Context: an optimization exercise on an open-source flow, tuned for small area. The choices shown serve that exercise and are no tape-out recipe.
Function not checked in this run: the RTL went through the layout flow alone.
Power and IR drop assume default switching activity.

File: design/flow/design.v
module servo(input clk, input rst, output reg PWM, input [1:0] boton_cambiar_grados);
  reg [12:0] lo;
  reg [8:0]  hi;
  wire run    = |boton_cambiar_grados;
  wire lo_top = lo[12] & lo[9] & lo[8] & lo[7] & lo[2] & lo[1] & lo[0];
  wire wrap   = hi[8] & hi[7] & hi[5] & hi[2];      
  wire hi_run = run & lo_top;
  function lt_const(input [8:0] x, input [8:0] k);
    integer i;
    begin
      lt_const = 1'b0;
      for (i = 0; i < 9; i = i + 1)
        lt_const = k[i] ? (~x[i] | lt_const) : (~x[i] & lt_const);
    end
  endfunction
  reg [12:0] lo_inc;
  reg [8:0]  hi_inc;
  reg        c;
  integer    i;
  always @(*) begin
    c = 1'b1;
    for (i = 0; i < 13; i = i + 1) begin
      lo_inc[i] = lo[i] ^ c;
      c = lo[i] & c;
    end
    c = 1'b1;
    for (i = 0; i < 9; i = i + 1) begin
      hi_inc[i] = hi[i] ^ c;
      c = hi[i] & c;
    end
  end
  always @(posedge clk) begin
    if (rst) begin
      PWM <= 1'b0;
      lo <= 13'd0;
      hi <= 9'd0;
    end else begin
      case (boton_cambiar_grados)
        2'd0: PWM <= 1'b1;
        2'd1: PWM <= lt_const(hi, 9'd15);                             
        2'd2: PWM <= lt_const(hi, 9'd30) | ~lt_const(hi, 9'd370);     
        2'd3: PWM <= lt_const(hi, 9'd48);                             
      endcase
      if (wrap) begin
        lo <= 13'd0;
        hi <= 9'd0;
      end else if (run) begin
        lo <= lo_top ? 13'd0 : lo_inc;
        if (lo_top)
          hi <= hi_inc;
      end
    end
  end
endmodule
module ultrasonido1(input ultra, input clk, input rst, input echo,
                    output reg done, output reg trigger, output [15:0] distance);
  localparam [9:0] TRIG_X = 10'd209;
  reg  [9:0] tsr;
  wire       tx = (tsr == TRIG_X);
  always @(posedge clk) begin
    if (rst | ultra) begin
      tsr <= TRIG_X;
      trigger <= 1'b0;
    end else begin
      tsr <= {tsr[8:0], tsr[9] ^ tsr[6] ^ tx};
      trigger <= trigger ^ tx;
    end
  end
  localparam [12:0] ECHO_A = 13'h13bb;
  reg  [12:0] esr;
  reg  [9:0]  qn;       
  reg  [4:0]  ph;
  reg         hi;       
  reg  [9:0]  dreg;     
  reg long_gap;
  always @(*) begin
    case (ph)
      5'd2, 5'd5, 5'd8, 5'd11, 5'd14, 5'd17: long_gap = 1'b1;
      default: long_gap = 1'b0;
    endcase
  end
  wire step = (&esr[12:1]) & (esr[0] ^ long_gap);
  reg [9:0] dec;
  reg       borrow;
  reg [4:0] inc;
  reg       carry;
  integer   i;
  always @(*) begin
    borrow = 1'b1;
    for (i = 0; i < 10; i = i + 1) begin
      dec[i] = qn[i] ^ borrow;
      borrow = ~qn[i] & borrow;
    end
    carry = 1'b1;
    for (i = 0; i < 5; i = i + 1) begin
      inc[i] = ph[i] ^ carry;
      carry = ph[i] & carry;
    end
  end
  always @(posedge clk) begin
    if (rst | ~echo) begin
      esr <= ECHO_A;
      qn <= 10'd0;
      ph <= 5'd0;
    end else if (step) begin
      esr <= ECHO_A;
      qn <= dec;
      ph <= (ph[4] & ph[0]) ? 5'd1 : inc;    
    end else begin
      esr <= {esr[11:0], esr[12] ^ esr[3] ^ esr[2] ^ esr[0]};
    end
  end
  always @(posedge clk) begin
    if (rst) begin
      hi <= 1'b0;
      done <= 1'b0;
      dreg <= 10'd0;
    end else begin
      hi <= echo;
      done <= ~echo;
      if (~echo & hi)
        dreg <= qn;
    end
  end
  assign distance = {{6{|dreg}}, dreg};
endmodule
module radar(input clk, input rst, input echo, input [1:0] boton_cambiar_grados,
             output done, output trigger, output [15:0] distance, output PWM, input ultra);
  servo servo (.clk(clk), .rst(rst), .PWM(PWM), .boton_cambiar_grados(boton_cambiar_grados));
  ultrasonido1 ultrasonido2 (.ultra(ultra), .clk(clk), .rst(rst), .echo(echo), .done(done),
                             .trigger(trigger), .distance(distance));
endmodule
File: design/flow/constraint.sdc
create_clock -name core_clock -period 25.0 [get_ports {clk}]
set_input_delay 5.0000 -clock core_clock [delete_from_list [all_inputs] [get_ports {clk}]]
set_output_delay 5.0000 -clock core_clock [all_outputs]
set_load 0.01 [all_outputs]
File: design/flow/run.sh
#!/bin/bash
# synth_recipe.tcl (not shown) runs the flow's synth.tcl, then flattens the netlist and writes it again
# the make line also repeats each setting of config.mk as NAME=value (left out here)
make -C /OpenROAD-flow-scripts/flow DESIGN_CONFIG=/design/flow/config.mk WORK_HOME=/design/flow/orfs CLKGATE_MAP_FILE= SYNTH_SCRIPT=/design/flow/synth_recipe.tcl finish
File: design/flow/config.mk
export PLATFORM = sky130hd
export DESIGN_NAME = radar
export DESIGN_NICKNAME = radar
export VERILOG_FILES = /design/flow/design.v
export SDC_FILE = /design/flow/constraint.sdc
export NUM_CORES = 4
export LEC_CHECK = 0
export ABC_AREA = 1
export CAP_MARGIN = 20
export CORE_MARGIN = 2
export CORE_UTILIZATION = 40
export CTS_CLUSTER_DIAMETER = 200
export CTS_CLUSTER_SIZE = 40
export SLEW_MARGIN = 20
==> results by group <==
Flow run
  • Max-cap viol count: 0

Yosys
  • Warnings from Yosys: 2
  • Share of the yosys chip area belonging to registers: 44.4%
  • Count of different cell masters after synthesis: 30
  • Syn nets: 446
  • #FFs+latches synth: 74
  • Post-Syn Area: 0.00334 sq mm
  • Syn Inst Count: 407
  • Syn Area/Cell: 8.20 sq um

GRT
  • Initial antenna violation count: 0
  • Congestion Overflow GR: 0
  • Vias in the first global route: 2311
  • GRT Resource Usage Total: 14.0%
  • First-pass GRT wire length: 9.82 mm
  • Largest net degree at the start of global routing: 24

Clock network
  • Post-CTS setup buffers: 0
  • CTS root buf: clkbuf_8
  • CTS Buffer Depth: 2
  • Hold-fix buffer count after cts: 0
  • Worst-skew pair later-pin latency: 0.35 ns
  • H-tree depth: 3
  • Worst-path clk slew: 0.08 ns
  • CTS tree: yes
  • Cts bufs inserted: 9
  • Post-CTS resize count: 0
  • Sink Count: 74

Worst setup path
  • Crit start category: flip-flop
  • Critical path fanouts, max: 6
  • CP max stage cell: clkdlybuf4s50_1
  • CP required: 20.00 ns
  • Max incr delay on CP: 0.53 ns
  • Worst-path cell chain: nor4_1, nand3_1, clkdlybuf4s50_1
  • Crit. End Element: output port
  • Crit path kind: flip-flop to output port
  • Family with the most delay on the worst path: simple AND/OR/NAND/NOR gates
  • CP bufs+invs: 1
  • WP data arrival: 1.76 ns

Timing
  • Worst slew pin tran: 0.839 ns
  • Setup TNS: 0 ns
  • RSZ-0062 raised after global routing: false
  • Period minus WS final: 6.76 ns
  • Final setup viols: 0
  • Skew final: 0.00933 ns
  • Fin. Hold Viols: 0
  • Hold_ws: 0.428 ns
  • Peak Freq: 148 MHz
  • Slew Viols, Final: 0
  • Final period utilization: 27.0%
  • Slew margin rel.: 43.8%

Pwr
  • Peak supply drop: 28.9 uV
  • Pwr Density: 62.9 mW/mm^2
  • Cell leakage power: 1.72 nW

Floorplanning
  • I/O Pins: 25
  • Core area: 0.00813 sq mm
  • Die area: 0.00909 sq mm
  • Die height: 95.3 microns
  • Row Count: 33
  • Starting density of the core: 41.0%
  • Die X: 95.3 microns

Final layout
  • FF+latch area: 0.00148 sq mm
  • Fill cell count: 820
  • Commonest cells after routing, fill and taps aside: dfxtp_1, nand2_1, inv_1, nor2_1, o21ai_0
  • Layout Nets: 465
  • Commonest non-fill, non-tap cell in the layout: dfxtp_1
  • Final instance area: 0.00383 sq mm
  • Multi-input logic area: 0.00155 sq mm
  • Syn-to-layout area delta: 14.7%
  • Ant. Diodes: 0
  • Layout cells sized above 1: 9.05%

Route
  • Post-DRT Antenna Nets: 0
  • Vias post-DR: 2485
  • DR WL/cell: 10.5 microns
  • Vias/cell: 4.64
  • Detailed-route wire length: 5.65 mm
  • DRC viols: 0
  • Iter 0 DRT Violations: 76
  • Pre-antenna DRT Iters: 6

Place
  • Detail Placement HPWL: 4.03 mm
  • Post-DP Area: 0.00361 sq mm
  • Gpl congestion: 0.735
  • Port-buffer cells: 24

Hold path
  • Worst Hold Class: flip-flop to flip-flop

Run status
  • Outcome: finished clean
-- tightest hold or removal path, stage by stage (launching register included) --
cell and delay (ns):
dfxtp_1 0.32, inv_1 0.05, nor2_1 0.03
-- final timing paths --
check / startpoint / endpoint / slack, ns / cells after the start
worst max-delay path: ultrasonido2.dreg[1] / distance[15] / 18.24 / 3
worst min-delay path: ultrasonido2.tsr[1] / ultrasonido2.tsr[2] / 0.43 / 2
worst max register to register: servo.lo[0] / servo.lo[12] / 22.06 / 14
worst min register to register: ultrasonido2.tsr[1] / ultrasonido2.tsr[2] / 0.43 / 2
-- cell usage after synthesis --
master,instances,area [sq um]
nand2_1,56,210
nand3_2,1,10.0
o21ai_0,35,175
nand3_1,8,40.0
clkbuf_1,7,26.3
nand3_4,2,35.0
nor3_1,2,10.0
or2_2,8,50.1
nand2_4,2,22.5
or2_1,1,6.26
ha_1,33,413
a21oi_1,31,155
buf_2,1,5.00
inv_1,54,203
xnor2_1,4,35.0
buf_4,5,37.5
inv_2,3,11.3
a21oi_2,1,8.76
nor3_4,1,16.3
dfxtp_1,74,1480
xor2_1,3,26.3
buf_1,1,3.75
nor2_2,1,6.26
buf_6,2,22.5
nor2_1,52,195
nor4_1,4,25.0
o21ai_1,2,10.0
nand2_2,2,12.5
nand4_4,1,21.3
nand4_1,10,62.6
-- per-stage QoR --
stage	instances	total power [mW]	util [%]	setup slack [ns]
finish	536	0.241	47.0	18.24
global route	536	0.253	47.0	18.14
CTS	536	0.245	47.0	18.23
detailed placement	520	0.148	44.4	18.02
global placement	520	0.147	44.4	18.10
floorplan	407	0.141	-	18.95
-- kinds of logic after synthesis --
| kind of cell | count (synthesis) | share of synthesized area [%] |
|---|---|---|
| buffers and inverters | 73 | 9.26 |
| adders and majority gates | 33 | 12.4 |
| AOI/OAI and AO/OA | 69 | 10.5 |
| and+or+nand+nor | 151 | 21.7 |
| xor gates and xnor gates | 7 | 1.84 |
| DFF | 74 | 44.4 |
-- state kept, by name, summed over array words and instances (netlist names), 5 cells and up --
signal / count
ultrasonido2.tsr: 10
servo.lo: 13
servo.hi: 9
ultrasonido2.ph: 5
ultrasonido2.esr: 13
ultrasonido2.dreg: 10
ultrasonido2.qn: 10
-- power breakdown --
group          switching, mW  total [mW]  internal, mW
Clock                 0.0460      0.0959        0.0498
Combinational         0.0105      0.0205       0.00998
Sequential           0.00253       0.125         0.122
-- cell type report --
| cell class | instances | share of cell area, % |
|---|---|---|
| clock buffers | 10 | 3.60 |
| clock inverters | 6 | 1.90 |
| multi-input cells | 260 | 40.5 |
| well taps | 105 | 3.43 |
| inverters | 57 | 5.59 |
| flip-flops and latches | 74 | 38.7 |
| repair buffers | 24 | 6.28 |
-- metal layers --
metal | wire (microns) | part of all wire (%) | global-route usage (%) | vias up
met5 | 0 | 0 | 0 | -
met4 | 147 | 2.6 | 8.33 | 0
met3 | 189 | 3.3 | 3.40 | 12
met2 | 2560 | 45 | 23.4 | 27
met1 | 2750 | 49 | 16.3 | 1100
li1 | - | - | - | 1346

re-timing with driven ports:
In the flow no input, the clock included, has a driving cell. The finished layout below was timed again as built, in two steps.
Step 1 (the two cells are an assumption about what drives the block):
set clk [get_ports {clk}]
set_driving_cell -lib_cell sky130_fd_sc_hd__clkbuf_16 $clk
set_driving_cell -lib_cell sky130_fd_sc_hd__buf_2 [delete_from_list [all_inputs] $clk]
Step 2 adds t to the input delays and takes it off the output delays; t is the mean of the earliest and latest rising clock arrival at the registers after step 1. Input paths then give back, and output paths get back, about the clock's delay inside the block.
Slacks: no drivers / after step 1 / after step 2; pairs: no drivers / after step 1.
shift t [ns]: 0.378
setup slack, ns: 18.244 / 18.213 / 18.074
worst setup path at the end: input to register
worst data-port slew with drivers (ns): 0.03
After both steps setup and hold are still met in this run. For this run, drivers alone change the setup slack by -0.031 ns; drivers and shift together by -0.170 ns.
